Background: an optimization exercise with open tools, aiming at small area. Do not read the settings as production practice.
RTL that was checked went through simulation tests only; none was proved equivalent to the original.
For runs 1 to 5, only the layout was checked, not whether the RTL still works.
Power and IR drop assume default switching activity.

<file path="flow/design.v">
`default_nettype none
`timescale 1ns/1ps
module Fifo #(
    parameter LEN = 10,
    parameter SIZE = 32
) (
    input logic clk_i,
    input logic rst_i,
    input logic valid_i,
    input logic ready_i,
    input logic[SIZE-1:0] data_i,
    output logic[SIZE-1:0] data_o,
    output logic valid_o,
    output logic is_full_o
);
localparam PTR_BIT = $clog2(LEN);
logic [PTR_BIT-1:0] w_ptr;
logic [LEN-1:0] r_oh;
logic [SIZE-1:0] fifo [LEN-1:0];
logic [LEN-1:0] data_stored;
logic [LEN-1:0] w_dec;
wire wr = valid_i;
wire rd = ~valid_i & ready_i;
assign is_full_o = &data_stored;
always_comb begin
    for (int i = 0; i < LEN; i++) begin
        w_dec[i] = (w_ptr == PTR_BIT'(i));
    end
end
always_ff @(posedge clk_i) begin
    if (rst_i == 1'b0) begin
        w_ptr <= '0;
        r_oh <= LEN'(1);
        data_stored <= '0;
        valid_o <= 1'b0;
    end else begin
        valid_o <= rd;
        if (wr) begin
            w_ptr <= (w_ptr == PTR_BIT'(LEN-1)) ? '0 : w_ptr + 1'b1;
            data_stored <= data_stored | w_dec;
        end else if (rd) begin
            r_oh <= {r_oh[LEN-2:0], r_oh[LEN-1]};
            data_stored <= data_stored & ~r_oh;
        end
    end
end
always_ff @(posedge clk_i) begin
    for (int i = 0; i < LEN; i++)
        if (wr && w_dec[i]) fifo[i] <= data_i;
end
always_comb begin
    data_o = '0;
    for (int i = 0; i < LEN; i++)
        if (r_oh[(i + 1) % LEN]) data_o = data_o | fifo[i];
end
endmodule
</file>
<file path="flow/config.mk">
export PLATFORM = sky130hd
export DESIGN_NAME = Fifo
export DESIGN_NICKNAME = Fifo
export VERILOG_FILES = /design/flow/design.v
export SDC_FILE = /design/flow/constraint.sdc
export NUM_CORES = 4
export LEC_CHECK = 0
export CAP_MARGIN = 20
export CORE_MARGIN = 2
export CORE_UTILIZATION = 40
export CTS_BUF_LIST = sky130_fd_sc_hd__clkbuf_8
export SLEW_MARGIN = 20
</file>
<file path="flow/constraint.sdc">
create_clock -name core_clock -period 5.0 [get_ports {clk_i}]
set_input_delay 1.0000 -clock core_clock [delete_from_list [all_inputs] [get_ports {clk_i}]]
set_output_delay 1.0000 -clock core_clock [all_outputs]
set_load 0.01 [all_outputs]
</file>
<file path="flow/run.sh">
#!/bin/bash
# synth_recipe.tcl (not shown) runs the flow's synth.tcl, then flattens the netlist and writes it again
# the make line also repeats each setting of config.mk as NAME=value (left out here)
make -C /OpenROAD-flow-scripts/flow DESIGN_CONFIG=/design/flow/config.mk WORK_HOME=/design/flow/orfs CLKGATE_MAP_FILE= SYNTH_SCRIPT=/design/flow/synth_recipe.tcl finish
</file>
==> summary.txt, run 1 <==
Power
  – Worst IR Drop VDD: 0.000189 V
  – Net Sw Frac: between 20% and 30%
  – Leakage: 4.60 nW
  – Power share of the combinational group: about 3.4%
  – Switching power: 1.20 mW
  – Clock share of power: 40.8%
  – PwrDens: 398 nW/µm²
  – Internal power: 4.58 mW
  – Sequential share of power: 55.7%

Logic synthesis
  – Xor/xnor share of the synthesized area: less than 1%
  – Post-Synth Simple-Gate Area: 4.31%
  – Post-Synth Adder-Cell Area: 0%
  – Mux cell area share after synthesis: 0.0810%
  – Synth Instances: around 680
  – Syn Std Cell Area: about 12000 µm²
  – Sequential-to-total area share from yosys stat: between 80 and 90%
  – Register bit total from synthesis: 345
  – Synth cell types: 33
  – Mean post-synth cell area: 18.2 µm²
  – Syn Nets: 714
  – Synth warn: 2
  – Largest family of logic cells by synthesized area: compound AO/OA/AOI/OAI gates
  – Number of flops mapped to enable cells by yosys: 320
  – Share of flip-flops with an asynchronous set or reset: 0%
  – Compound-Gate Fraction of Synth Area: 11.6%
  – Ys flop type: edfxtp_1

Setup path
  – Startpoint Class: flop
  – CP Capture Type: output pin
  – Worst path arrival time: 2.71 ns
  – Worst Path Buf+Inv: 2
  – CP max FO: 21
  – Slowest cell on crit path: dfxtp_1
  – CP Cell Sequence: buf_4 > a22o_1 > a221oi_1 > nand4_1 > clkdlybuf4s50_1
  – Critical path required time: 4.00 ns
  – Critical path type: flop to output pin
  – Delay-heaviest family, CP: buffers and inverters
  – Slowest cell delay on critical path: between 0.7 and 0.8 ns
  – Worst R2R Setup Slack: 2.76 ns

CTS
  – Post-CTS sizing: 0
  – Clk Tree Root Cell: clkbuf_8
  – CTS H-tree lvls: 2
  – Clk latency of the worst-skew pair: about 0.57 ns
  – Postcts setup bufs: 0
  – CTS tree: built
  – Hold_buf cts: 0
  – Clk buf depth: 3
  – Sink Count: 345
  – CTS Buf Count: 54
  – CTS clk-pin slew, worst paths: 0.06 ns

Job
  – Max Cap Violations: 0

GRT
  – Largest net degree at the start of global routing: 35
  – First-pass GRT wire length: 41700 µm
  – Total grt overflow: 0
  – All-layer global routing usage: 16.8%
  – Vias in the first global route: approximately 7000
  – Initial antenna violation count: 0

Detailed routing
  – Antenna-violating nets left: 0
  – Total Wirelength: 27600 µm
  – Avg WL per Cell: 22.9 µm
  – DR vias: 6801
  – Residual DRC: 0
  – Mean number of vias per cell: ~5.6
  – Iteration-0 DRC Markers: approximately 600
  – Router iterations before antenna repair: 5

Floorplan
  – Initial core utilization: between 40 and 50%
  – Core area: 30500 µm²
  – Rows: 64
  – Die Width: between 150 and 200 µm
  – I/O pin cnt: 70
  – Die ar.: ~32000 µm²
  – Die Height: 180 µm

Min path
  – Worst hold path class: flop to flop

STA
  – Setup violators final: 0
  – Slew Limit Headroom: between 30% and 40%
  – RSZ-0062 raised after global routing: false
  – Max Clock Freq: 269 MHz
  – Minimum clock period: 3.71 ns
  – Final Hold Vio Count: 0
  – Max Slew Vio Count: 0
  – Fin crit share: 74.2%
  – Worst Max-Slew Pin Slew: between 1 and 1.5 ns
  – Fin Setup TNS: 0 ns
  – Layout Skew: 0.0121 ns

Finish
  – ANT cells: 0
  – Layout cell share with drive strength beyond 1: about an eighth
  – Final instance area: 14500 µm²
  – Most frequent cells in the layout: edfxtp_1 (320), a22oi_1 (100), clkdlybuf4s50_1 (69), clkbuf_8 (56), nand4_1 (35)
  – Filler cells: roughly 2500
  – Most common cell after layout, fill and taps aside: edfxtp_1
  – Area delta synth->final: 17.5%
  – Nets: approximately 800

Place
  – Number of port buffers: 69
  – Hpwl dp: 14800 µm
  – Area after DPL: 13400 µm²
  – RePlAce Congestion: 0.833

Outcome
  – Status: finished clean
sequential cells by signal, indices dropped and copies added, names as in the netlist:
| register | flops |
|---|---|
| fifo | 320 |
| r_oh | 10 |
| valid_o | 1 |
| data_stored | 10 |
| w_ptr | 4 |
logic make-up (layout without fill, tap and decap cells):
family | count (synthesis) | count (layout)
AOI/OAI and AO/OA | 185 | 185
muxes | 1 | 1
and+or+nand+nor | 93 | 93
DFF | 345 | 345
buffers and inverters | 53 | 183
xor gates and xnor gates | 1 | 1
power groups by stage:
stage | combinational (mW) | sequential (mW) | clock (mW)
3_5_place_dp | 0.200 | 3.28 | 0
6_report | 0.199 | 3.22 | 2.36
3_3_place_gp | 0.194 | 3.28 | 0
4_1_cts | 0.201 | 3.22 | 2.42
2_1_floorplan | 0.0788 | 3.27 | 0
5_1_grt | 0.215 | 3.22 | 2.53
worst paths after layout:
kind	start	cells past startpoint	to
min	data_stored[9]	2	data_stored[9]
min reg2reg	data_stored[9]	2	data_stored[9]
max reg2reg	w_ptr[1]	4	fifo[8][19]
max	r_oh[5]	5	data_o[30]
Yosys cell counts, types with 4 or more instances:
| master | n | area, µm² |
|---|---|---|
| nand3b_1 | 9 | 67.6 |
| buf_6 | 6 | 67.6 |
| inv_1 | 4 | 15.0 |
| nor2_1 | 15 | 56.3 |
| buf_2 | 9 | 45.0 |
| nand2_1 | 15 | 56.3 |
| a22o_1 | 32 | 280 |
| a221oi_1 | 32 | 280 |
| dfxtp_1 | 25 | 500 |
| clkbuf_1 | 34 | 128 |
| nand4_1 | 35 | 219 |
| a21oi_1 | 13 | 65.1 |
| edfxtp_1 | 320 | 9610 |
| a22oi_1 | 100 | 751 |
metal layers:
metal / wire (µm) / global-route usage (%) / share of wire (%)
met5: 0 / 0 / 0
met4: 585 / 5.11 / 2.1
met3: 1730 / 3.53 / 6.3
met2: 13100 / 26.7 / 48
met1: 12200 / 23.3 / 44
per-stage QoR:
step           total power, mW  setup WS [ns]  hold slack, ns  utilization (%)  instances
2_1_floorplan             3.35           2.13           0.436                -        678
3_3_place_gp              3.47           1.58           0.450             44.0       1107
3_5_place_dp              3.48           1.39           0.472             44.0       1107
4_1_cts                   5.84           1.25           0.480             47.6       1204
5_1_grt                   5.97           1.19           0.494             47.6       1204
6_report                  5.78           1.29           0.475             47.6       1204
area by class of cell:
cell class	instances	area, µm²	area share [%]
Multi-Input combinational cell	280	2020	13.9
Inverter	4	15.0	0.103
Clock inverter	41	314	2.16
Sequential cell	345	10100	69.7
Clock buffer	56	771	5.31
Timing Repair Buffer	82	788	5.43
Tap cell	396	495	3.41
worst min-delay path, stage by stage, from the launching register on:
cell     delay [ns]
dfxtp_1        0.31
nand2_1        0.05
a21oi_1        0.06
==> run 2, diff against run 1 <==
==> flow/flow/run.sh (new file) <==
#!/bin/bash
# Standard ORFS layout (the standard.sh), with two knobs changed:
#  - port buffers use the smallest buffer cell (buf_1) instead of the default pick;
#  - clock tree synthesis without dummy loads, with larger sink clusters.
set -euo pipefail
cd "$(dirname "$0")/.."
bash standard.sh \
  "BUFFER_PORTS_ARGS=-buffer_cell sky130_fd_sc_hd__buf_1" \
  "CTS_ARGS=-sink_clustering_enable -repair_clock_nets -dont_use_dummy_load -buf_list sky130_fd_sc_hd__clkbuf_8" \
  finish > standard_flow.log 2>&1
==> flow/standard.sh (new file) <==
#!/bin/bash
# synth_recipe.tcl (not shown) runs the flow's synth.tcl, then flattens the netlist and writes it again
# the make line also repeats each setting of config.mk as NAME=value (left out here)
make -C /OpenROAD-flow-scripts/flow DESIGN_CONFIG=/design/flow/config.mk WORK_HOME=/design/flow/orfs CLKGATE_MAP_FILE= SYNTH_SCRIPT=/design/flow/synth_recipe.tcl "${@:-finish}"
--- a/flow/config.mk
+++ b/flow/config.mk
@@ -10,3 +10,2 @@
 export CORE_UTILIZATION = 40
-export CTS_BUF_LIST = sky130_fd_sc_hd__clkbuf_8
 export SLEW_MARGIN = 20
removed: flow/run.sh
==> run 2 against run 1 <==
  * Sequential power barely moved
  * Clock skew increased by 0.034 ns
  * Die area unchanged
  * Utilization is 2.5 points lower
  * Register-to-register slack lost 0.17 ns
  * Critical endpoint is now data_o[28]
==> summary.txt, run 2 <==
Outcome
  – Status: finished clean

Detailed routing
  – Total Wirelength: 26600 µm
  – Avg WL per Cell: between 20 and 25 µm
  – Router iterations before antenna repair: 4
  – Antenna-violating nets left: 0
  – Iteration-0 DRC Markers: 414
  – DR vias: 6618
  – Residual DRC: 0
  – Mean number of vias per cell: 5.72

STA
  – Minimum clock period: 3.28 ns
  – RSZ-0062 raised after global routing: false
  – Slew Limit Headroom: 31.7%
  – Max Slew Vio Count: 0
  – Setup violators final: 0
  – Max Clock Freq: around 300 MHz
  – Fin crit share: 65.6%
  – Final Hold Vio Count: 0
  – Worst Max-Slew Pin Slew: 1.02 ns
  – Fin Setup TNS: 0 ns
  – Layout Skew: 0.0463 ns

Logic synthesis
  – Mean post-synth cell area: around 18 µm²
  – Leading area contributor after synthesis: edfxtp_1
  – Share of flip-flops with an asynchronous set or reset: 0%
  – Most frequent cell after synthesis: edfxtp_1
  – Synth warn: 2
  – Syn Std Cell Area: 12400 µm²
  – Ys flop type: edfxtp_1
  – Number of flops mapped to enable cells by yosys: 320
  – Register bit total from synthesis: 345
  – Synth cell types: 33
  – Syn Nets: between 700 and 800
  – Post-synth top area share: between 70 and 80%
  – Synth Instances: slightly below 700
  – Top cells by area, synth: edfxtp_1 (78%), a22oi_1 (6.1%), dfxtp_1 (4.1%), a221oi_1 (2.3%), a22o_1 (2.3%)
  – Post-synth top cells: edfxtp_1 (320), a22oi_1 (100), nand4_1 (35)
  – Sequential-to-total area share from yosys stat: 81.8%

Setup path
  – CP max FO: 21
  – RR Endpoint: fifo[9][22]
  – Worst path arrival time: 2.28 ns
  – FF-to-FF Start: w_ptr[1]
  – Startpoint Class: flop
  – Worst setup path end: data_o[28]
  – Critical path required time: 4.00 ns
  – Worst R2R Setup Slack: 2.59 ns
  – CP Capture Type: output pin
  – Worst r2r path cells: 4
  – Critical path type: flop to output pin
  – Critical Path Source: r_oh[7]

Finish
  – Most flop-heavy register: fifo
  – Nets: 798
  – Most frequent cells in the layout: edfxtp_1 (320), a22oi_1 (100), buf_1 (69), clkbuf_8 (53), nand4_1 (35)
  – Layout cell share with drive strength beyond 1: 10.5%
  – Area delta synth->final: 11.3%
  – Largest register FFs: 320
  – Most common cell after layout, fill and taps aside: edfxtp_1
  – Layout Utilization: between 40% and 50%
  – Largest regs: fifo: 320 flops, data_stored: 10 flops, r_oh: 10 flops

GRT
  – GRT met3 Usage: 3.22%
  – Initial antenna violation count: 1
  – Most Used Layer, Global Route: met2
  – All-layer global routing usage: about 16%
  – Global-route met1 utilization: 22.6%
  – Total grt overflow: 0
  – Met2 usage: 25.9%
  – Vias in the first global route: 6821
  – First-pass GRT wire length: 40600 µm
  – Largest net degree at the start of global routing: 36

Floorplan
  – Die ar.: ~32000 µm²
  – I/O pin cnt: 70
  – Die Height: 180 µm
  – Initial core utilization: 40.5%
  – Core area: 30500 µm²
  – Rows: 64
  – Die Width: 180 µm

CTS
  – Hold_buf cts: 0
  – CTS Buf Count: 53
  – Clk buf depth: 3
  – Clk Tree Root Cell: clkbuf_8
  – Sink Count: 345
  – CTS H-tree lvls: 2
  – CTS clk-pin slew, worst paths: 0.05 ns
  – CTS tree: built
  – Postcts setup bufs: 0
  – Clk latency of the worst-skew pair: 0.56 ns
  – Post-CTS sizing: 0

Place
  – Number of port buffers: 69
  – Hpwl dp: 14400 µm
  – RePlAce Congestion: about 0.8

Power
  – PwrDens: 380 nW/µm²
  – Leakage: 4.17 nW
  – Worst IR Drop VDD: 0.000164 V

Min path
  – Worst hold path class: flop to flop
  – Hold path cells: 2

Job
  – Max Cap Violations: 0
==> run 2: power by group <==
group          total [mW]  internal, mW  switching, mW
combinational       0.154        0.0422          0.112
clock                1.84         0.932          0.910
sequential           3.23          3.20         0.0249
==> run 2: cell families after synthesis <==
kind of cell / count (synthesis) / synth area share, %
AOI/OAI and AO/OA: 185 / 11.6
and+or+nand+nor: 93 / 4.31
buffers and inverters: 53 / 2.07
muxes: 1 / 0.0810
xor gates and xnor gates: 1 / 0.0709
DFF: 345 / 81.8
==> run 2: per-layer routing <==
layer,share of wire (%),vias to the layer above
li1,-,2960
met1,45,3404
met2,47,202
met3,5.5,52
met4,2.2,0
met5,0,-
==> run 2: critical path, cell delays in order, from the launching register on <==
cell and delay, ns:
dfxtp_1 0.78, buf_4 0.46, a22oi_1 0.17, nand4_1 0.16, buf_1 0.18
==> run 2: through the flow <==
step / instance area [µm²] / power (mW) / hold WS (ns) / setup WS, ns / instances
2_1_floorplan: 12400 / 3.35 / 0.436 / 2.13 / 678
3_3_place_gp: 13000 / 3.43 / 0.462 / 1.69 / 1101
3_5_place_dp: 13000 / 3.44 / 0.467 / 1.66 / 1101
4_1_cts: 13700 / 5.27 / 0.474 / 1.65 / 1154
5_1_grt: 13700 / 5.40 / 0.490 / 1.57 / 1156
6_report: 13700 / 5.22 / 0.480 / 1.72 / 1157
==> run 2: how the worst min path moves through the flow <==
stage / from / to / slack [ns]
2_1_floorplan: data_stored[9] / data_stored[9] / 0.44
3_3_place_gp: r_oh[1] / r_oh[1] / 0.46
3_5_place_dp: data_stored[9] / data_stored[9] / 0.47
4_1_cts: data_stored[9] / data_stored[9] / 0.47
5_1_grt: data_stored[9] / data_stored[9] / 0.49
6_report: r_oh[1] / r_oh[1] / 0.48
==> run 2: final cells by class <==
cell class              instances  area, µm²
repair buffers                 78        367
fillers                      2606      16800
diodes                          1       2.50
inverters                       4       15.0
multi-input cells             280       2020
well taps                     396        495
clock buffers                  53        729
flip-flops and latches        345      10100
==> run 3, diff against run 2 <==
--- a/flow/design.v
+++ b/flow/design.v
@@ -50,7 +50,32 @@
 end
-always_comb begin
-    data_o = '0;
-    for (int i = 0; i < LEN; i++)
-        if (r_oh[(i + 1) % LEN]) data_o = data_o | fifo[i];
+logic [LEN-1:0] rsel;
+assign rsel = {r_oh[0], r_oh[LEN-1:1]};
+for (genvar b = 0; b < SIZE; b++) begin : g_rd
+    logic [LEN-1:0] col;
+    for (genvar i = 0; i < LEN; i++) begin : g_col
+        assign col[i] = fifo[i][b];
+    end
+    FifoReadBit #(.LEN(LEN)) u_rd (.sel_i(rsel), .d_i(col), .q_o(data_o[b]));
 end
 endmodule
+module FifoReadBit #(
+    parameter LEN = 10
+) (
+    input logic [LEN-1:0] sel_i,
+    input logic [LEN-1:0] d_i,
+    output logic q_o
+);
+logic [3:0] n;
+FifoAoi3 u_g0 (.s_i(sel_i[2:0]), .d_i(d_i[2:0]), .n_o(n[0]));
+FifoAoi3 u_g1 (.s_i(sel_i[5:3]), .d_i(d_i[5:3]), .n_o(n[1]));
+FifoAoi3 u_g2 (.s_i(sel_i[8:6]), .d_i(d_i[8:6]), .n_o(n[2]));
+assign n[3] = ~(sel_i[9] & d_i[9]);
+assign q_o = ~&n;
+endmodule
+module FifoAoi3 (
+    input logic [2:0] s_i,
+    input logic [2:0] d_i,
+    output logic n_o
+);
+assign n_o = ~|(s_i & d_i);
+endmodule
==> flow/flow/run.sh (replaced) <==
#!/bin/bash
# Standard ORFS layout (the standard.sh), with two knobs changed:
#  - port buffers use the smallest buffer cell (buf_1) instead of the default pick;
#  - clock tree synthesis without dummy loads, with its own buffer list and sink clusters.
set -euo pipefail
cd "$(dirname "$0")/.."
bash standard.sh \
  "BUFFER_PORTS_ARGS=-buffer_cell sky130_fd_sc_hd__buf_1" \
  "CTS_ARGS=-sink_clustering_enable -repair_clock_nets -dont_use_dummy_load -buf_list sky130_fd_sc_hd__clkbuf_16 -sink_clustering_size 30 -sink_clustering_max_diameter 100" \
  finish > standard_flow.log 2>&1
--- a/flow/config.mk
+++ b/flow/config.mk
@@ -11 +11,2 @@
 export SLEW_MARGIN = 20
+export SYNTH_HIERARCHICAL = 1
==> run 3 against run 2 <==
  * Count of clock-buffer cells in the layout fell by 38
  * Cell count fell by 5.4%
  * Largest power group unchanged
  * Critical endpoint is now data_o[8]
  * Synthesized area fell by 3.0%
  * Still clean on timing, DRC and antenna
  * Clock power fell by 28%
  * Combinational power rose by 14%
  * Synthesized cell count fell by 10%
  * Hold slack got worse by 0.0070 ns
  * First-iteration DRC count rose by 140%
  * Via count fell by 2.5%
  * Global-route usage fell by 0.13 points
  * Fmax fell by 5.1%
==> summary.txt, run 3 <==
Outcome
  – Status: finished clean

Finish
  – ANT cells: 0
  – Most common cell after layout, fill and taps aside: edfxtp_1
  – Most frequent cells in the layout: edfxtp_1 (320), a222oi_1 (96), buf_1 (69), nand2_1 (50), nand4_1 (36)
  – Layout cell share with drive strength beyond 1: 6.82%
  – Final instance area: 13300 µm²
  – Nets: 742
  – Area delta synth->final: 11.3%
  – Largest register FFs: 320
  – Most flop-heavy register: fifo
  – Largest regs: fifo: 320 flops, data_stored: 10 flops, r_oh: 10 flops

Place
  – Area after DPL: 12800 µm²
  – Hpwl dp: 14800 µm
  – Number of port buffers: 69
  – RePlAce Congestion: 0.791

Setup path
  – RR Endpoint: fifo[8][30]
  – Delay-heaviest family, CP: flip-flops
  – FF-to-FF Start: w_ptr[1]
  – Worst path arrival time: 2.46 ns
  – CP Cell Sequence: buf_4 > a222oi_1 > nand4_1 > buf_1
  – CP max FO: 23
  – Slowest cell on crit path: dfxtp_1
  – Critical Path Source: r_oh[2]
  – Startpoint Class: flop
  – Critical path type: flop to output pin
  – Worst Path Buf+Inv: 2
  – Worst R2R Setup Slack: 2.60 ns
  – Critical path required time: 4.00 ns
  – Slowest cell delay on critical path: between 1 and 1.5 ns
  – CP Capture Type: output pin
  – Worst r2r path cells: 4

GRT
  – Largest net degree at the start of global routing: 35
  – First-pass GRT wire length: 38100 µm
  – Total grt overflow: 0
  – Initial antenna violation count: 0
  – All-layer global routing usage: approximately 16%
  – Vias in the first global route: 6358

Power
  – Leakage: 4.00 nW
  – Worst IR Drop VDD: roughly 0.00020 V
  – Internal power: 3.80 mW
  – Clock share of power: around 28%
  – Net Sw Frac: 19.5%
  – Switching power: 0.922 mW
  – PwrDens: 354 nW/µm²
  – Power share of the combinational group: roughly 3.7%
  – Sequential share of power: 68.4%

Logic synthesis
  – Mean post-synth cell area: 19.7 µm²
  – Synth warn: 8
  – Synth cell types: 27
  – Ys flop type: edfxtp_1
  – Sequential-to-total area share from yosys stat: between 80% and 90%
  – Synth Instances: 609
  – Share of flip-flops with an asynchronous set or reset: 0%
  – Syn Nets: 645
  – Top cells by area, synth: edfxtp_1 (80%), a222oi_1 (8.0%), dfxtp_1 (4.2%), nand4_1 (1.9%), nand2_1 (1.6%)
  – Most frequent cell after synthesis: edfxtp_1
  – Post-synth top cells: edfxtp_1 (320), a222oi_1 (96), nand2_1 (50)
  – Leading area contributor after synthesis: edfxtp_1
  – Syn Std Cell Area: 12000 µm²
  – Post-synth top area share: between 80 and 90%
  – Register bit total from synthesis: 345
  – Number of flops mapped to enable cells by yosys: 320

STA
  – Setup violators final: 0
  – Minimum clock period: 3.46 ns
  – Max Clock Freq: 289 MHz
  – Layout Skew: 0.0179 ns
  – Worst hold margin: 0.473 ns
  – Worst Max-Slew Pin Slew: 1.17 ns
  – Slew Limit Headroom: 22.0%
  – Final Hold Vio Count: 0
  – Max Slew Vio Count: 0
  – Fin crit share: slightly below 70%
  – RSZ-0062 raised after global routing: false
  – Fin Setup TNS: 0 ns

Detailed routing
  – DR vias: 6451
  – Antenna-violating nets left: 0
  – Total Wirelength: 25800 µm
  – Avg WL per Cell: approximately 24 µm
  – Mean number of vias per cell: slightly below 6
  – Residual DRC: 0
  – Router iterations before antenna repair: 6
  – Iteration-0 DRC Markers: 978

CTS
  – Clk buf depth: 3
  – CTS clk-pin slew, worst paths: approximately 0.11 ns
  – CTS tree: built
  – Postcts setup bufs: 0
  – Sink Count: around 350
  – Clk latency of the worst-skew pair: between 0.4 and 0.5 ns
  – Post-CTS sizing: 0
  – CTS H-tree lvls: 1
  – CTS Buf Count: 15
  – Clk Tree Root Cell: clkbuf_16
  – Hold_buf cts: 0

Floorplan
  – Rows: 63
  – Initial core utilization: 40.5%
  – Die Width: between 150 and 200 µm
  – Core area: 29600 µm²
  – I/O pin cnt: 70
  – Die ar.: 31400 µm²
  – Die Height: 177 µm

Min path
  – Worst hold path class: flop to flop
  – Hold path cells: 2
  – Worst hold endpoint: data_stored[8]
  – Hold Startpoint: data_stored[8]

Job
  – Max Cap Violations: 0
==> run 3: cell count changes after synthesis, sizes merged, moves of 3 or more <==
cell    previous run  this run
nand2             16        50
a22o              32         0
a22oi            100         6
and2               3         0
clkbuf            34         2
a222oi             0        96
a221oi            32         0
nor2              15        18
a32oi              3         0
buf               15         8
==> run 3: layout make-up <==
cell class | instances | area (µm²)
Fill cell | 2501 | 16200
Sequential cell | 345 | 10100
Multi-Input combinational cell | 249 | 1830
Timing Repair Buffer | 90 | 509
Tap cell | 390 | 488
Clock buffer | 15 | 375
Inverter | 5 | 18.8
==> run 3: worst max-delay path by stage <==
stage,slack [ns],endpoint,cells after the start
after detailed placement,1.55,fifo[7][19],3
after CTS,1.56,data_o[8],4
final,1.54,data_o[8],4
after global routing,1.47,data_o[8],4
after floorplan,0.94,fifo[0][0],2
after global placement,1.68,fifo[2][10],3
==> run 3: per-layer routing <==
layer  share of wire [%]  track usage (%)  vias up
li1                    -                -     2849
met1                  43             23.3     3271
met2                  47             25.5      295
met3                 8.6             2.77       36
met4                 1.7             4.13        0
met5                   0                0        -
==> run 3: Yosys stat by module, one instance, submodules excluded, a selection <==
module    cell area, µm²  copies in the design
FifoAoi3            10.0                    96
Fifo               10700                     1
==> run 3: through the flow <==
stage	setup WS, ns	utilization [%]	instances	power (mW)
finish	1.54	45.1	1094	4.72
global route	1.47	45.1	1094	4.87
CTS	1.56	44.7	1089	4.76
detailed placement	1.55	43.4	1074	3.47
global placement	1.68	43.4	1074	3.46
floorplan	0.935	-	609	3.37
==> run 3: cells by family after synthesis <==
logic type             after synthesis  share of synthesized area, %
multiplexers                         1                        0.0940
flip-flops                         345                          84.4
AO/OA/AOI/OAI                      120                          9.26
AND/OR/NAND/NOR                    126                          5.32
buffers and inverters               15                         0.794
XOR/XNOR                             2                         0.146
==> run 3: power by group through the flow <==
| stage | Clock [mW] | Sequential [mW] | Combinational (mW) |
|---|---|---|---|
| after floorplan | 0 | 3.29 | 0.0807 |
| after global placement | 0 | 3.29 | 0.169 |
| after detailed placement | 0 | 3.29 | 0.176 |
| after CTS | 1.36 | 3.23 | 0.176 |
| after global routing | 1.45 | 3.23 | 0.193 |
| final | 1.32 | 3.23 | 0.175 |
==> run 3: worst register-to-register path: stages, from the launching register on <==
cell	delay (ns)
dfxtp_1	0.46
nor2_1	0.32
nand4_1	0.19
inv_1	0.67
buf_4	0.43
==> run 4, diff against run 3 <==
--- a/flow/flow/run.sh
+++ b/flow/flow/run.sh
@@ -8,3 +8,3 @@
   "BUFFER_PORTS_ARGS=-buffer_cell sky130_fd_sc_hd__buf_1" \
-  "CTS_ARGS=-sink_clustering_enable -repair_clock_nets -dont_use_dummy_load -buf_list sky130_fd_sc_hd__clkbuf_16 -sink_clustering_size 30 -sink_clustering_max_diameter 100" \
+  "CTS_ARGS=-sink_clustering_enable -repair_clock_nets -dont_use_dummy_load -buf_list sky130_fd_sc_hd__clkbuf_8 -sink_clustering_size 20 -sink_clustering_max_diameter 80" \
   finish > standard_flow.log 2>&1
==> run 4 against run 3 <==
  * Combinational power hardly changed
  * Clock power is 13% lower
  * Count of clock-buffer cells in the layout is 6 higher
  * Critical path type unchanged
  * Via count is 0.93% higher
  * Still clean
  * Sequential power hardly changed
  * Design area is 0.65% lower
==> summary.txt, run 4 <==
Power
  – Net Sw Frac: 20.3%
  – Switching power: 0.924 mW
  – PwrDens: 344 nW/µm²
  – Internal power: between 3 and 4 mW
  – Clock share of power: about a quarter
  – Sequential share of power: slightly above 70%
  – Leakage: between 3 and 4 nW
  – Power, Total: 4.56 mW
  – Power share of the combinational group: approximately 3.8%
  – Worst IR Drop VDD: between 0.00015 and 0.0002 V

STA
  – Minimum clock period: 3.52 ns
  – Max Clock Freq: around 280 MHz
  – Final Hold Vio Count: 0
  – Worst hold margin: 0.474 ns
  – RSZ-0062 raised after global routing: false
  – Fin Setup TNS: 0 ns
  – Max Slew Vio Count: 0
  – Layout Skew: ~0.036 ns
  – Worst Max-Slew Pin Slew: about 1.2 ns
  – Crit path setup slack, layout: approximately 1.5 ns
  – Slew Limit Headroom: a little under a fifth
  – Fin crit share: between 70% and 80%
  – Setup violators final: 0

Logic synthesis
  – Ys flop type: edfxtp_1
  – Post-Synth Adder-Cell Area: 0%
  – Post-synth top area share: 80.2%
  – Top cells by area, synth: edfxtp_1 (80%), a222oi_1 (8.0%), dfxtp_1 (4.2%), nand4_1 (1.9%), nand2_1 (1.6%)
  – Synth Instances: 609
  – Register bit total from synthesis: 345
  – Largest family of logic cells by synthesized area: compound AO/OA/AOI/OAI gates
  – Post-synth top cells: edfxtp_1 (320), a222oi_1 (96), nand2_1 (50)
  – Sequential-to-total area share from yosys stat: 84.4%
  – Synth warn: 8
  – Share of flip-flops with an asynchronous set or reset: 0%
  – Mux cell area share after synthesis: less than 1%
  – Synth cell types: 27
  – Xor/xnor share of the synthesized area: 0.146%
  – Syn Nets: roughly 650
  – Mean post-synth cell area: 19.7 µm²
  – Most frequent cell after synthesis: edfxtp_1
  – Post-Synth Simple-Gate Area: under 10%
  – Number of flops mapped to enable cells by yosys: between 300 and 400
  – Leading area contributor after synthesis: edfxtp_1
  – Syn Std Cell Area: 12000 µm²
  – Compound-Gate Fraction of Synth Area: 9.26%

CTS
  – Hold_buf cts: 0
  – CTS clk-pin slew, worst paths: about 0.12 ns
  – Clk buf depth: 3
  – CTS H-tree lvls: 1
  – Clk latency of the worst-skew pair: 0.56 ns
  – Postcts setup bufs: 0
  – Post-CTS sizing: 0
  – Clk Tree Root Cell: clkbuf_8
  – Sink Count: roughly 350
  – CTS tree: built
  – CTS Buf Count: 21

Floorplan
  – Die Height: 177 µm
  – Rows: 63
  – I/O pin cnt: 70
  – Die Width: between 150 and 200 µm
  – Core area: between 20000 and 30000 µm²
  – Initial core utilization: 40.5%
  – Die ar.: 31400 µm²

Setup path
  – Slowest cell on crit path: dfxtp_1
  – CP Capture Type: output pin
  – Startpoint Class: flop
  – FF-to-FF Start: w_ptr[1]
  – RR Endpoint: fifo[8][30]
  – Worst R2R Setup Slack: approximately 2.7 ns
  – Slowest cell delay on critical path: 1.14 ns
  – CP Cell Sequence: buf_4 > a222oi_1 > nand4_1 > buf_1
  – Critical path type: flop to output pin
  – Worst r2r path cells: 4
  – CP max FO: 23
  – Worst path arrival time: 2.52 ns
  – Critical path required time: 4.00 ns

Finish
  – ANT cells: 0
  – Most flop-heavy register: fifo
  – Largest register FFs: 320
  – Area delta synth->final: 10.6%
  – Largest regs: fifo: 320 flops, data_stored: 10 flops, r_oh: 10 flops
  – Final instance area: 13200 µm²
  – Layout cell share with drive strength beyond 1: between 7 and 8%
  – Most common cell after layout, fill and taps aside: edfxtp_1
  – Most frequent cells in the layout: edfxtp_1 (320), a222oi_1 (96), buf_1 (69), nand2_1 (50), nand4_1 (36)
  – Nets: ~750

Detailed routing
  – Mean number of vias per cell: just under 6
  – Total Wirelength: 25900 µm
  – Iteration-0 DRC Markers: a little over 900
  – DR vias: 6511
  – Residual DRC: 0
  – Antenna-violating nets left: 0
  – Router iterations before antenna repair: 8
  – Avg WL per Cell: 23.5 µm

Outcome
  – Status: finished clean

GRT
  – All-layer global routing usage: 16.2%
  – First-pass GRT wire length: between 30000 and 40000 µm
  – Largest net degree at the start of global routing: 35
  – Initial antenna violation count: 0
  – Total grt overflow: 0
  – Vias in the first global route: roughly 6400

Min path
  – Worst hold path class: flop to flop
  – Hold path cells: 2
  – Worst hold endpoint: data_stored[8]
  – Hold Startpoint: data_stored[8]

Place
  – Pre-CTS setup slack: 1.55 ns
  – Area after DPL: 12800 µm²
  – RePlAce Congestion: around 0.79
  – Number of port buffers: between 60 and 70
  – Hpwl dp: 14800 µm

Job
  – Max Cap Violations: 0
-- run 4: cell counts after synthesis --
Identical to the previous run, type by type.
-- run 4: power by group through the flow --
| stage | Clock (mW) | Combinational [mW] | Sequential, mW |
|---|---|---|---|
| 2_1_floorplan | 0 | 0.0807 | 3.29 |
| 3_3_place_gp | 0 | 0.169 | 3.29 |
| 3_5_place_dp | 0 | 0.176 | 3.29 |
| 4_1_cts | 1.19 | 0.176 | 3.23 |
| 5_1_grt | 1.28 | 0.193 | 3.23 |
| 6_report | 1.15 | 0.175 | 3.23 |
-- run 4: area by class of cell --
type                            count  area, µm²
Multi-Input combinational cell    249       1830
Tap cell                          390        488
Clock buffer                       21        289
Timing Repair Buffer               90        509
Inverter                            5       18.8
Sequential cell                   345      10100
Fill cell                        2495      16300
-- run 4: logic make-up after synthesis --
logic type      Yosys count
compound gates          120
simple gates            126
xor+xnor                  2
mux                       1
flops                   345
buf+inv                  15
-- run 4: worst max-delay path: cells and delay by family, from the launching register on --
family,cells,cell delay (ns)
flops,1,1.14
compound gates,1,0.10
simple gates,1,0.17
buf+inv,2,0.58
-- run 4: worst max path at each step --
| stage | startpoint | cells past startpoint | endpoint | slack, ns |
|---|---|---|---|---|
| final | r_oh[2] | 4 | data_o[8] | 1.48 |
| after global routing | r_oh[1] | 4 | data_o[8] | 1.39 |
| after CTS | r_oh[3] | 4 | data_o[8] | 1.49 |
| after detailed placement | valid_i | 3 | fifo[7][19] | 1.55 |
| after global placement | valid_i | 3 | fifo[2][10] | 1.68 |
| after floorplan | valid_i | 2 | fifo[0][0] | 0.94 |
-- run 4: per-stage QoR --
step / std cells / util (%)
2_1_floorplan: 609 / -
3_3_place_gp: 1074 / 43.4
3_5_place_dp: 1074 / 43.4
4_1_cts: 1095 / 44.4
5_1_grt: 1100 / 44.8
6_report: 1100 / 44.8
-- run 4: metal layers --
metal / vias up / global-route usage (%) / wire [µm]
li1: 2858 / - / -
met1: 3293 / 23.3 / 10800
met2: 322 / 25.8 / 12200
met3: 38 / 2.64 / 2460
met4: 0 / 4.24 / 486
met5: - / 0 / 0
-- run 4: Yosys stat by module, one instance, submodules excluded, a selection --
module	flip-flops and latches	times used	cell area, µm²
Fifo	345	1	10700
FifoAoi3	0	96	10.0
==> run 5, diff against run 4 <==
--- a/flow/design.v
+++ b/flow/design.v
@@ -15,8 +15,7 @@
 );
-localparam PTR_BIT = $clog2(LEN);
-logic [PTR_BIT-1:0] w_ptr;
-logic [LEN-1:0] r_oh;
+localparam JW = LEN / 2;
+logic [JW-1:0] w_ptr, r_ptr;
 logic [SIZE-1:0] fifo [LEN-1:0];
 logic [LEN-1:0] data_stored;
-logic [LEN-1:0] w_dec;
+logic [LEN-1:0] w_dec, r_dec;
 wire wr = valid_i;
@@ -25,4 +24,16 @@
 always_comb begin
-    for (int i = 0; i < LEN; i++) begin
-        w_dec[i] = (w_ptr == PTR_BIT'(i));
+    for (int k = 0; k < LEN; k++) begin
+        if (k == 0) begin
+            w_dec[k] = ~w_ptr[JW-1] & ~w_ptr[0];
+            r_dec[k] = ~r_ptr[JW-1] & ~r_ptr[0];
+        end else if (k < JW) begin
+            w_dec[k] = w_ptr[k-1] & ~w_ptr[k];
+            r_dec[k] = r_ptr[k-1] & ~r_ptr[k];
+        end else if (k == JW) begin
+            w_dec[k] = w_ptr[JW-1] & w_ptr[0];
+            r_dec[k] = r_ptr[JW-1] & r_ptr[0];
+        end else begin
+            w_dec[k] = ~w_ptr[k-JW-1] & w_ptr[k-JW];
+            r_dec[k] = ~r_ptr[k-JW-1] & r_ptr[k-JW];
+        end
     end
@@ -32,4 +43,3 @@
         w_ptr <= '0;
-        r_oh <= LEN'(1);
-        data_stored <= '0;
+        r_ptr <= '0;
         valid_o <= 1'b0;
@@ -37,10 +47,10 @@
         valid_o <= rd;
-        if (wr) begin
-            w_ptr <= (w_ptr == PTR_BIT'(LEN-1)) ? '0 : w_ptr + 1'b1;
-            data_stored <= data_stored | w_dec;
-        end else if (rd) begin
-            r_oh <= {r_oh[LEN-2:0], r_oh[LEN-1]};
-            data_stored <= data_stored & ~r_oh;
-        end
+        if (wr) w_ptr <= {w_ptr[JW-2:0], ~w_ptr[JW-1]};
+        if (rd) r_ptr <= {r_ptr[JW-2:0], ~r_ptr[JW-1]};
     end
+end
+always_ff @(posedge clk_i) begin
+    for (int i = 0; i < LEN; i++)
+        if (!rst_i || (wr && w_dec[i]) || (rd && r_dec[i]))
+            data_stored[i] <= rst_i && wr;
 end
@@ -51,3 +61,3 @@
 logic [LEN-1:0] rsel;
-assign rsel = {r_oh[0], r_oh[LEN-1:1]};
+assign rsel = {r_dec[0], r_dec[LEN-1:1]};
 for (genvar b = 0; b < SIZE; b++) begin : g_rd
--- a/flow/config.mk
+++ b/flow/config.mk
@@ -7,6 +7,6 @@
 export LEC_CHECK = 0
-export CAP_MARGIN = 20
+export CAP_MARGIN = 0
 export CORE_MARGIN = 2
-export CORE_UTILIZATION = 40
-export SLEW_MARGIN = 20
+export CORE_UTILIZATION = 65
+export SLEW_MARGIN = 0
 export SYNTH_HIERARCHICAL = 1
==> run 5 against run 4 <==
  * First-iteration DRC count up 9.1%
  * Synthesized cell count is 5.3% lower
  * Sequential share of layout area increased by 2.5 points
  * Clock skew grew 0.040 ns
  * Design area down 3.0%
  * Sequential power about the same
  * Routed wire length is 4.2% lower
  * Sequential cell count is 4 lower
  * Hold slack gained 0.076 ns
  * Count of clock-buffer cells in the layout unchanged
  * Synthesized area decreased by 1.1%
  * Largest power group unchanged
==> summary.txt, run 5 <==
Setup path
  – Critical path required time: roughly 4 ns
  – Worst path arrival time: 2.68 ns
  – CP max FO: 23
  – CP Capture Type: output pin
  – Startpoint Class: flop
  – Critical path type: flop to output pin
  – FF-to-FF Start: w_ptr[2]
  – Critical Path Source: r_ptr[3]

STA
  – Crit path setup slack, layout: about 1.3 ns
  – RSZ-0062 raised after global routing: false
  – Slew Limit Headroom: 17.2%
  – Setup violators final: 0
  – Fin Setup TNS: 0 ns
  – Minimum clock period: 3.68 ns
  – Fin crit share: 73.5%
  – Final Hold Vio Count: 0
  – Max Clock Freq: approximately 270 MHz
  – Max Slew Vio Count: 0
  – Worst Max-Slew Pin Slew: 1.24 ns
  – Layout Skew: 0.0762 ns

Min path
  – Worst hold path class: flop to flop
  – Hold Startpoint: w_ptr[4]

Finish
  – Layout cell share with drive strength beyond 1: 8.41%
  – Area delta synth->final: 8.48%
  – Layout Utilization: 71.8%
  – Final instance area: 12900 µm²
  – Filler cells: 1107
  – Nets: 716
  – Most frequent cells in the layout: edfxtp_1 (330), a222oi_1 (96), buf_1 (69), nand2_1 (47), nand4_1 (34)
  – Most flop-heavy register: fifo
  – Largest register FFs: 320
  – Most common cell after layout, fill and taps aside: edfxtp_1
  – Largest regs: fifo: 320 flops, data_stored: 10 flops

Detailed routing
  – Residual DRC: 0
  – Total Wirelength: around 25000 µm
  – DR vias: 6395
  – Router iterations before antenna repair: 7
  – Mean number of vias per cell: 7.04
  – Avg WL per Cell: ~27 µm
  – Iteration-0 DRC Markers: 1012
  – Antenna-violating nets left: 0

Logic synthesis
  – Synth Instances: 577
  – Share of flip-flops with an asynchronous set or reset: 0%
  – Synth warn: 8
  – Post-synth top area share: between 80% and 90%
  – Number of flops mapped to enable cells by yosys: 330
  – Most frequent cell after synthesis: edfxtp_1
  – Post-synth top cells: edfxtp_1 (330), a222oi_1 (96), nand2_1 (47)
  – Syn Std Cell Area: 11800 µm²
  – Synth cell types: 25
  – Mean post-synth cell area: about 21 µm²
  – Syn Nets: just over 600
  – Sequential-to-total area share from yosys stat: 85.5%
  – Ys flop type: edfxtp_1
  – Leading area contributor after synthesis: edfxtp_1
  – Top cells by area, synth: edfxtp_1 (84%), a222oi_1 (8.1%), dfxtp_1 (1.9%), nand4_1 (1.8%), nand2_1 (1.5%)
  – Register bit total from synthesis: 341

Outcome
  – Status: finished clean

Floorplan
  – Die Width: between 100 and 150 µm
  – Die Height: roughly 140 µm
  – Initial core utilization: between 60% and 70%
  – Die ar.: just under 20000 µm²
  – Rows: 49
  – Core area: around 18000 µm²
  – I/O pin cnt: 70

CTS
  – Clk latency of the worst-skew pair: 0.55 ns
  – Clk buf depth: 3
  – Post-CTS sizing: 0
  – CTS H-tree lvls: 1
  – CTS clk-pin slew, worst paths: 0.12 ns
  – Clk Tree Root Cell: clkbuf_8
  – Hold_buf cts: 0
  – CTS tree: built
  – Postcts setup bufs: 0
  – Sink Count: about 340
  – CTS Buf Count: 21

GRT
  – Initial antenna violation count: 1
  – Total grt overflow: 0
  – Largest net degree at the start of global routing: 34
  – First-pass GRT wire length: about 37000 µm
  – All-layer global routing usage: between 20% and 30%
  – Vias in the first global route: 6371

Power
  – PwrDens: 351 nW/µm²
  – Worst IR Drop VDD: 0.000325 V
  – Leakage: approximately 3.9 nW
  – Power, Total: 4.51 mW

Place
  – Number of port buffers: 69
  – Area after DPL: approximately 13000 µm²
  – Pre-CTS setup slack: about 1.8 ns
  – RePlAce Congestion: 0.776
  – Hpwl dp: 12800 µm

Job
  – Max Cap Violations: 0
-- run 5: cell types whose count changed in the layout (fill, tap and decap cells not counted), moves of 5 or more --
cell	delta
a22oi_1	-6
nor2_1	-6
edfxtp_1	+10
dfxtp_1	-14
a211o_1	+5
nand3b_1	-11
nor2b_2	+6
-- run 5: worst max-delay path, stage by stage, from the launching register on --
cell and delay (ns):
dfxtp_1 0.47, inv_1 0.15, nor2_2 0.55, buf_4 0.44, a222oi_1 0.12, nand4_1 0.20
buf_1 0.18
-- run 5: cells by family (layout without fill, tap and decap cells) --
| kind of cell | after synthesis | after routing | synth area share [%] |
|---|---|---|---|
| and+or+nand+nor | 113 | 113 | 4.88 |
| other | 0 | 1 | 0 |
| AOI/OAI and AO/OA | 115 | 115 | 9.23 |
| buffers and inverters | 7 | 108 | 0.296 |
| muxes | 1 | 1 | 0.0845 |
| DFF | 341 | 341 | 85.5 |
-- run 5: metal layers --
metal	track usage [%]	part of all wire (%)	up-vias	routed length, µm
met5	0	0	-	0
met4	6.54	2.0	0	492
met3	3.28	8.6	38	2130
met2	41.7	49	328	12000
met1	37.5	41	3270	10100
li1	-	-	2759	-
-- run 5: worst paths after layout --
kind / endpoint / slack (ns) / cells after the start
worst min register to register: w_ptr[4] / 0.55 / 2
worst max-delay path: data_o[18] / 1.32 / 6
worst min-delay path: w_ptr[4] / 0.55 / 2
worst max register to register: data_stored[7] / 2.80 / 3
-- run 5: report_power, final --
part           internal (mW)  total, mW  switching [mW]
clock network          0.381       1.14           0.756
logic                 0.0445      0.171           0.127
registers               3.18       3.20          0.0157
-- run 5: stage by stage --
step                      hold slack (ns)  cells
after detailed placement            0.536    886
after floorplan                     0.479    577
final                               0.551    908
after global routing                0.590    908
after global placement              0.527    886
after CTS                           0.553    907
-- run 5: Yosys stat by module, one instance, submodules excluded, a selection --
| module | cells | flops+latches | copies in the design |
|---|---|---|---|
| Fifo | 417 | 341 | 1 |
| FifoAoi3 | 1 | 0 | 96 |
-- run 5: cell type report --
cell class	count	area (µm²)	area share, %
Clock buffer	21	289	2.25
Antenna cell	1	2.50	0.0195
Timing Repair Buffer	84	372	2.89
Multi-Input combinational cell	229	1760	13.7
Sequential cell	341	10100	78.8
Inverter	3	11.3	0.0876
Tap cell	229	287	2.23
==> run 6, diff against run 5 <==
==> flow/design.v (replaced) <==
`default_nettype none
`timescale 1ns/1ps
module Fifo #(
    parameter LEN = 10,
    parameter SIZE = 32
) (
    input logic clk_i,
    input logic rst_i,
    input logic valid_i,
    input logic ready_i,
    input logic[SIZE-1:0] data_i,
    output logic[SIZE-1:0] data_o,
    output logic valid_o,
    output logic is_full_o
);
localparam JW = LEN / 2;
logic [JW-1:0] cnt;
logic [SIZE-1:0] fifo [LEN-1:0];
logic [LEN-1:0] occ;
logic [LEN-1:0] cnt_dec;
wire wr = valid_i;
wire rd = ~valid_i & ready_i;
assign is_full_o = &occ;
always_comb begin
    for (int k = 0; k < LEN; k++) begin
        if (k == 0)
            cnt_dec[k] = ~cnt[JW-1] & ~cnt[0];
        else if (k < JW)
            cnt_dec[k] = cnt[k-1] & ~cnt[k];
        else if (k == JW)
            cnt_dec[k] = cnt[JW-1] & cnt[0];
        else
            cnt_dec[k] = ~cnt[k-JW-1] & cnt[k-JW];
    end
end
always_ff @(posedge clk_i) begin
    valid_o <= rst_i && rd;
    if (!rst_i || valid_i || ready_i)
        cnt <= !rst_i ? '0 : wr ? {cnt[JW-2:0], ~cnt[JW-1]} : {~cnt[0], cnt[JW-1:1]};
end
wire wr_go = rst_i & valid_i;      
wire hold_go = rst_i & ~valid_i;   
logic [LEN-1:0] occ_d;
for (genvar p = 0; p < LEN; p++) begin : g_occ
    FifoFlagNext #(.FIRST(p == 0)) u_next (
        .occ_i(occ[p]), .prev_i(occ[(p + LEN - 1) % LEN]),
        .ready_i(ready_i), .dec_i(cnt_dec[(p + 1) % LEN]),
        .wr_i(wr_go), .hold_i(hold_go), .occ_o(occ_d[p])
    );
end
always_ff @(posedge clk_i) occ <= occ_d;
always_ff @(posedge clk_i) begin
    if (wr) begin
        fifo[0] <= data_i;
        for (int p = 1; p < LEN; p++)
            fifo[p] <= fifo[p-1];
    end
end
for (genvar b = 0; b < SIZE; b++) begin : g_rd
    logic [LEN-1:0] col;
    for (genvar i = 0; i < LEN; i++) begin : g_col
        assign col[i] = fifo[i][b];
    end
    FifoReadBit #(.LEN(LEN)) u_rd (.sel_i(cnt_dec), .d_i(col), .q_o(data_o[b]));
end
endmodule
module FifoReadBit #(
    parameter LEN = 10
) (
    input logic [LEN-1:0] sel_i,
    input logic [LEN-1:0] d_i,
    output logic q_o
);
logic [3:0] n;
FifoAoi3 u_g0 (.s_i(sel_i[2:0]), .d_i(d_i[2:0]), .n_o(n[0]));
FifoAoi3 u_g1 (.s_i(sel_i[5:3]), .d_i(d_i[5:3]), .n_o(n[1]));
FifoAoi3 u_g2 (.s_i(sel_i[8:6]), .d_i(d_i[8:6]), .n_o(n[2]));
assign n[3] = ~(sel_i[9] & d_i[9]);
assign q_o = ~&n;
endmodule
module FifoAoi3 (
    input logic [2:0] s_i,
    input logic [2:0] d_i,
    output logic n_o
);
assign n_o = ~|(s_i & d_i);
endmodule
module FifoFlagNext #(
    parameter bit FIRST = 0
) (
    input logic occ_i,
    input logic prev_i,
    input logic ready_i,
    input logic dec_i,
    input logic wr_i,
    input logic hold_i,
    output logic occ_o
);
assign occ_o = ((FIRST | prev_i) & wr_i) | (occ_i & hold_i & ~(ready_i & dec_i));
endmodule
--- a/flow/flow/run.sh
+++ b/flow/flow/run.sh
@@ -8,3 +8,3 @@
   "BUFFER_PORTS_ARGS=-buffer_cell sky130_fd_sc_hd__buf_1" \
-  "CTS_ARGS=-sink_clustering_enable -repair_clock_nets -dont_use_dummy_load -buf_list sky130_fd_sc_hd__clkbuf_8 -sink_clustering_size 20 -sink_clustering_max_diameter 80" \
+  "CTS_ARGS=-sink_clustering_enable -repair_clock_nets -dont_use_dummy_load -buf_list sky130_fd_sc_hd__clkbuf_8 -sink_clustering_size 20 -sink_clustering_max_diameter 60" \
   finish > standard_flow.log 2>&1
--- a/flow/config.mk
+++ b/flow/config.mk
@@ -9,3 +9,4 @@
 export CORE_MARGIN = 2
-export CORE_UTILIZATION = 65
+export CORE_UTILIZATION = 70
+export GPL_TIMING_DRIVEN = 0
 export SLEW_MARGIN = 0
==> run 6 against run 5 <==
  * Still clean on timing, DRC and antenna
  * Fmax increased by 4.8%
  * Critical path depth fell by 2
  * Sequential power up 5%
  * Non-clock buffer count increased by 3
  * Critical endpoint is now data_o[7]
  * Via count down 3.6%
  * Clock skew is 0.034 ns lower
  * Worst setup slack gained 0.17 ns
  * Clock power barely moved
==> summary.txt, run 6 <==
Detailed routing
  – Total Wirelength: between 20000 and 25000 µm
  – Antenna-violating nets left: 0
  – DR vias: 6163
  – Avg WL per Cell: 25.9 µm
  – Residual DRC: 0
  – Router iterations before antenna repair: 7
  – Iteration-0 DRC Markers: 900
  – Mean number of vias per cell: 7.05

CTS
  – Post-CTS sizing: 0
  – Clk Tree Root Cell: clkbuf_8
  – Hold_buf cts: 0
  – Sink Count: 336
  – Clk latency of the worst-skew pair: 0.53 ns
  – CTS H-tree lvls: 1
  – Postcts setup bufs: 0
  – Clk buf depth: 3
  – CTS tree: built
  – CTS clk-pin slew, worst paths: 0.11 ns
  – CTS Buf Count: 21

Setup path
  – Critical path required time: 4.00 ns
  – CP Capture Type: output pin
  – CP max FO: 33
  – Critical Path Source: cnt[0]
  – Startpoint Class: flop
  – Critical path type: flop to output pin
  – Worst path arrival time: 2.51 ns
  – FF-to-FF Start: cnt[0]

STA
  – Max Clock Freq: ~290 MHz
  – Setup violators final: 0
  – RSZ-0062 raised after global routing: false
  – Minimum clock period: approximately 3.5 ns
  – Fin crit share: between 70% and 80%
  – Max Slew Vio Count: 0
  – Layout Skew: 0.0423 ns
  – Final Hold Vio Count: 0
  – Fin Setup TNS: 0 ns
  – Crit path setup slack, layout: 1.49 ns
  – Worst Max-Slew Pin Slew: between 0.9 and 1 ns
  – Slew Limit Headroom: 37.1%

Finish
  – Nets: 692
  – Largest regs: fifo: 320 flops, occ: 10 flops, cnt: 5 flops
  – Filler cells: around 850
  – Most frequent cells in the layout: edfxtp_1 (325), a222oi_1 (96), buf_1 (68), nand2_1 (44), nand4_1 (34)
  – ANT cells: 0
  – Most common cell after layout, fill and taps aside: edfxtp_1
  – Final instance area: 12800 µm²
  – Register Area: 9980 µm²
  – Largest register FFs: 320
  – Most flop-heavy register: fifo
  – Area of the multi-input gates: 1690 µm²
  – Non-filler cells, final: between 800 and 900
  – Area delta synth->final: 10.7%
  – Layout cell share with drive strength beyond 1: between 7 and 8%

Logic synthesis
  – Ys flop type: edfxtp_1
  – Synth cell types: 18
  – Syn Std Cell Area: 11600 µm²
  – Share of flip-flops with an asynchronous set or reset: 0%
  – Number of flops mapped to enable cells by yosys: 325
  – Syn Nets: 583
  – Sequential-to-total area share from yosys stat: between 80% and 90%
  – Top cells by area, synth: edfxtp_1 (84%), a222oi_1 (8.3%), dfxtp_1 (1.9%), nand4_1 (1.8%), nand2_1 (1.4%)
  – Most frequent cell after synthesis: edfxtp_1
  – Register bit total from synthesis: ~340
  – Post-synth top cells: edfxtp_1 (325), a222oi_1 (96), nand2_1 (44)
  – Post-synth top area share: between 80% and 90%
  – Mean post-synth cell area: ~21 µm²
  – Leading area contributor after synthesis: edfxtp_1
  – Synth Instances: around 550
  – Synth warn: 8

Place
  – RePlAce Congestion: 0.742
  – Hpwl dp: 13000 µm
  – Number of port buffers: 69
  – # placed instances: 853
  – Pre-CTS setup slack: 2.07 ns
  – Area after DPL: 12600 µm²

Power
  – PwrDens: 387 nW/µm²
  – Leakage: 4.08 nW
  – Power, Total: a little under 5 mW
  – Worst IR Drop VDD: approximately 0.00029 V

Floorplan
  – Die Width: around 130 µm
  – Core area: between 15000 and 20000 µm²
  – Die Height: 133 µm
  – Rows: 47
  – Initial core utilization: 70.7%
  – I/O pin cnt: 70
  – Die ar.: 17600 µm²

Outcome
  – Status: finished clean

GRT
  – Vias in the first global route: 6233
  – Initial antenna violation count: 0
  – First-pass GRT wire length: around 35000 µm
  – Largest net degree at the start of global routing: 48
  – All-layer global routing usage: 25.9%
  – Total grt overflow: 0

Min path
  – Worst hold path class: flop to flop
  – Hold Startpoint: fifo[8][26]

Job
  – Max Cap Violations: 0
[run 6: changes by cell type in the layout (fill, tap and decap cells not counted), moves of 5 or more]
cell	previous run	this run
nor2b_2	6	1
nor2b_4	0	8
buf_4	15	0
a32o_1	0	9
nor2_1	6	0
a211o_1	5	0
buf_12	0	16
a21oi_1	9	0
edfxtp_1	330	325
[run 6: layout make-up]
class                      instances  share of cell area, %
buffer                             1                 0.0876
clock buffer                      21                   2.25
multi-input combinational        210                   13.1
sequential                       336                   77.7
tap                              220                   2.14
timing repair buffer              86                   4.73
[run 6: through the flow]
step / hold WS (ns) / utilization (%)
final: 0.417 / 78.3
after floorplan: 0.425 / -
after CTS: 0.416 / 78.3
after detailed placement: 0.433 / 76.6
after global placement: 0.430 / 74.0
after global routing: 0.429 / 78.3
[run 6: worst max-delay path, cell delays in order, from the launching register on]
cell and delay, ns:
edfxtp_1 0.54, and2_2 0.84, a222oi_1 0.22, nand4_1 0.14, buf_1 0.22
[run 6: path summary, 6_finish.rpt]
kind                               endpoint  slack (ns)  cells after the start
worst max-delay path              data_o[7]        1.49                      4
worst min-delay path            fifo[9][26]        0.42                      0
worst max register to register       occ[4]        3.12                      3
worst min register to register  fifo[9][26]        0.42                      0
[run 6: per-layer routing]
metal  part of all wire [%]  GRT usage, %  wire length [µm]  vias up
met2                     50          42.5             11300      369
met1                     39          37.7              8820     3094
li1                       -             -                 -     2675
met5                      0             0                 0        -
met3                    9.5          3.83              2150       25
met4                    1.3          7.11               301        0
[run 6: cell families after synthesis]
logic type | count (synthesis) | synth area share [%]
compound gates | 108 | 9.29
simple gates | 99 | 4.38
mux | 3 | 0.259
flops | 336 | 86.0
buf+inv | 1 | 0.0970
[run 6: where the power goes]
part | leakage (nW) | total (mW) | switching, mW | internal (mW)
clock | 0.151 | 1.12 | 0.741 | 0.381
combinational | 0.655 | 0.480 | 0.301 | 0.180
sequential | 3.28 | 3.37 | 0.0919 | 3.28
[run 6: modules after synthesis, one instance, submodules excluded, a selection]
module / times used / flops+latches
Fifo: 1 / 336
FifoAoi3: 96 / 0
==> run 7, diff against run 6 <==
--- a/flow/config.mk
+++ b/flow/config.mk
@@ -10,3 +10,3 @@
 export CORE_UTILIZATION = 70
-export GPL_TIMING_DRIVEN = 0
+export PLACE_DENSITY = 0.9
 export SLEW_MARGIN = 0
==> run 7 against run 6 <==
  * Still clean on timing, DRC and antenna
  * Utilization shrank 1.9 points
  * Clock power hardly changed
  * Routed wire length up 3.1%
  * Count of clock-buffer cells in the layout decreased by 1
  * Power down 0.66%
  * Combinational power is 8.3% lower
  * Design area shrank 2.4%
  * Critical path depth unchanged
  * Sequential share of layout area rose by 1.9 points
  * Critical path type unchanged
  * Largest cell class unchanged
  * Highest routed layer unchanged
==> summary.txt, run 7 <==
Outcome
  – Status: finished clean

GRT
  – Largest net degree at the start of global routing: ~110
  – Total grt overflow: 0
  – First-pass GRT wire length: between 30000 and 40000 µm
  – Initial antenna violation count: 0
  – Vias in the first global route: 6307
  – All-layer global routing usage: 26.0%

Logic synthesis
  – Ys flop type: edfxtp_1
  – Share of flip-flops with an asynchronous set or reset: 0%
  – Number of flops mapped to enable cells by yosys: 325
  – Post-synth top cells: edfxtp_1 (325), a222oi_1 (96), nand2_1 (44)
  – Syn Nets: between 500 and 600
  – Sequential-to-total area share from yosys stat: between 80 and 90%
  – Syn Std Cell Area: 11600 µm²
  – Synth Instances: 547
  – Synth cell types: 18
  – Post-synth top area share: 84.1%
  – Synth warn: 8
  – Top cells by area, synth: edfxtp_1 (84%), a222oi_1 (8.3%), dfxtp_1 (1.9%), nand4_1 (1.8%), nand2_1 (1.4%)
  – Leading area contributor after synthesis: edfxtp_1
  – Mean post-synth cell area: 21.2 µm²
  – Register bit total from synthesis: 336
  – Most frequent cell after synthesis: edfxtp_1

Finish
  – Most flop-heavy register: fifo
  – Most common cell after layout, fill and taps aside: edfxtp_1
  – ANT cells: 0
  – Layout Utilization: between 70% and 80%
  – Area delta synth->final: 8.02%
  – Filler cells: between 800 and 900
  – Layout cell share with drive strength beyond 1: 5.64%
  – Largest register FFs: 320
  – Area of the multi-input gates: 1690 µm²
  – Largest regs: fifo: 320 flops, occ: 10 flops, cnt: 5 flops
  – Register Area: between 9000 and 10000 µm²
  – Most frequent cells in the layout: edfxtp_1 (325), a222oi_1 (96), buf_1 (68), nand2_1 (44), nand4_1 (34)
  – Nets: 676

Floorplan
  – Core area: approximately 16000 µm²
  – Initial core utilization: between 70% and 80%
  – Die Height: approximately 130 µm
  – I/O pin cnt: 70
  – Die ar.: 17600 µm²
  – Rows: 47
  – Die Width: ~130 µm

Setup path
  – Critical path type: flop to output pin
  – Worst R2R Setup Slack: ~2.9 ns
  – CP Depth: 4
  – Critical Path Source: cnt[2]
  – Worst Path Buf+Inv: 1
  – Slowest cell delay on critical path: 0.95 ns
  – Critical path required time: approximately 4 ns
  – Worst path arrival time: 2.80 ns
  – CP Capture Type: output pin
  – FF-to-FF Start: cnt[2]
  – CP max FO: 33
  – Worst setup path end: data_o[12]
  – Slowest cell on crit path: nor2b_4
  – Startpoint Class: flop
  – Worst r2r path cells: 3
  – Delay-heaviest family, CP: simple AND/OR/NAND/NOR gates
  – CP Cell Sequence: nor2b_4 > a222oi_1 > nand4_1 > buf_1
  – RR Endpoint: occ[2]

STA
  – RSZ-0062 raised after global routing: false
  – Max Slew Vio Count: 0
  – Max Clock Freq: 263 MHz
  – Worst Max-Slew Pin Slew: about 1.1 ns
  – Final Hold Vio Count: 0
  – Minimum clock period: ~3.8 ns
  – Fin Setup TNS: 0 ns
  – Fin crit share: 75.9%
  – Layout Skew: 0.0121 ns
  – Slew Limit Headroom: 24.2%
  – Setup violators final: 0

Place
  – Number of port buffers: 69
  – RePlAce Congestion: about 0.78
  – Hpwl dp: 12800 µm

Detailed routing
  – DR vias: 6408
  – Iteration-0 DRC Markers: 1334
  – Total Wirelength: 23300 µm
  – Mean number of vias per cell: 7.47
  – Residual DRC: 0
  – Antenna-violating nets left: 0
  – Router iterations before antenna repair: 7
  – Avg WL per Cell: roughly 27 µm

Power
  – Leakage: 3.94 nW
  – Worst IR Drop VDD: 0.000280 V
  – PwrDens: 394 nW/µm²
  – Power, Total: 4.94 mW

CTS
  – Clk buf depth: 3
  – CTS Buf Count: 20
  – CTS tree: built
  – Postcts setup bufs: 0
  – Post-CTS sizing: 0
  – Clk Tree Root Cell: clkbuf_8
  – CTS H-tree lvls: 1
  – CTS clk-pin slew, worst paths: 0.11 ns
  – Sink Count: 336
  – Hold_buf cts: 0
  – Clk latency of the worst-skew pair: 0.54 ns

Min path
  – Worst hold path class: flop to flop

Job
  – Max Cap Violations: 0
[run 7: cell counts after synthesis]
Identical to the previous run, type by type.
[run 7: cell families after synthesis]
kind of cell,synth area share (%)
AOI/OAI and AO/OA,9.29
buffers and inverters,0.0970
muxes,0.259
DFF,86.0
and+or+nand+nor,4.38
[run 7: worst min-delay path by stage]
stage                 from           to  slack, ns  cells after the start
2_1_floorplan   fifo[0][0]   fifo[1][0]       0.43                      0
3_5_place_dp   fifo[3][24]  fifo[4][24]       0.43                      0
3_3_place_gp   fifo[2][27]  fifo[3][27]       0.43                      0
4_1_cts         fifo[6][8]   fifo[7][8]       0.45                      0
5_1_grt        fifo[2][11]  fifo[3][11]       0.46                      0
6_report        fifo[5][9]   fifo[6][9]       0.45                      0
[run 7: report_power, final]
| group | internal (mW) | switching, mW | leakage (nW) |
|---|---|---|---|
| clock | 0.364 | 0.754 | 0.144 |
| sequential | 3.28 | 0.102 | 3.28 |
| combinational | 0.144 | 0.296 | 0.521 |
[run 7: Yosys stat by module, one instance, submodules excluded, excerpt]
module    times used  cell area, µm²  cells inside
FifoAoi3          96            10.0             1
Fifo               1           10200           367
[run 7: layer usage]
metal	GRT usage, %	vias up	wire length, µm
li1	-	2648	-
met1	37.8	3143	8500
met2	39.8	553	11200
met3	4.79	64	2940
met4	11.6	0	650
met5	0	-	0
[run 7: worst register-to-register path, cell delays in order (launching register included)]
cell and delay [ns]:
edfxtp_1 0.60, nor2b_4 0.95, nand2_1 0.17, a32o_1 0.31
[run 7: cell type report]
cell class                      instances  area share, %
Tap cell                              220           2.20
Sequential cell                       336           79.6
Multi-Input combinational cell        210           13.4
Timing Repair Buffer                   72           2.57
Clock buffer                           20           2.20
[run 7: metrics by stage]
stage               setup WS [ns]  area (µm²)  std cells  hold WS, ns
floorplan                    1.99       11600        547        0.425
global placement             1.96       12300        838        0.430
detailed placement           1.93       12300        838        0.434
CTS                          1.26       12500        858        0.450
global route                 1.15       12500        858        0.458
finish                       1.20       12500        858        0.452

==> what the ideal ports hide <==
No port has a modelled driver above. Below, the same layouts with a new extraction and two added sets of constraints. Step 1 (the two cells are an assumption about what drives the block):
set clk [get_ports {clk_i}]
set_driving_cell -lib_cell sky130_fd_sc_hd__clkbuf_16 $clk
set_driving_cell -lib_cell sky130_fd_sc_hd__buf_2 [delete_from_list [all_inputs] $clk]
Step 2 moves the port delays by t, midway between the first and last clock arrival at a register: inputs arrive t later, outputs are due t later. That takes back most of the time a late clock gives input paths. Three values: ideal, step 1, step 2; two values: the first two.
run	t, ns	slack for setup (ns)	worst setup path after step 2	latest minus earliest clock arrival (ns)	pins driven straight from the clock port
run 1	0.609	1.289 / 1.250 / 1.363	input to register	0.019 / 0.019	1
run 2	0.582	1.721 / 1.675 / 1.743	input to register	0.047 / 0.046	1
run 3	0.534	1.544 / 1.495 / 1.600	input to register	0.029 / 0.029	1
run 4	0.581	1.479 / 1.437 / 1.620	input to register	0.036 / 0.036	1
run 5	0.547	1.325 / 1.288 / 1.835	register to output	0.076 / 0.076	1
run 6	0.553	1.493 / 1.454 / 2.007	register to output	0.044 / 0.043	1
run 7	0.571	1.204 / 1.167 / 1.738	register to output	0.020 / 0.020	1
After both steps every run listed still meets setup and hold.
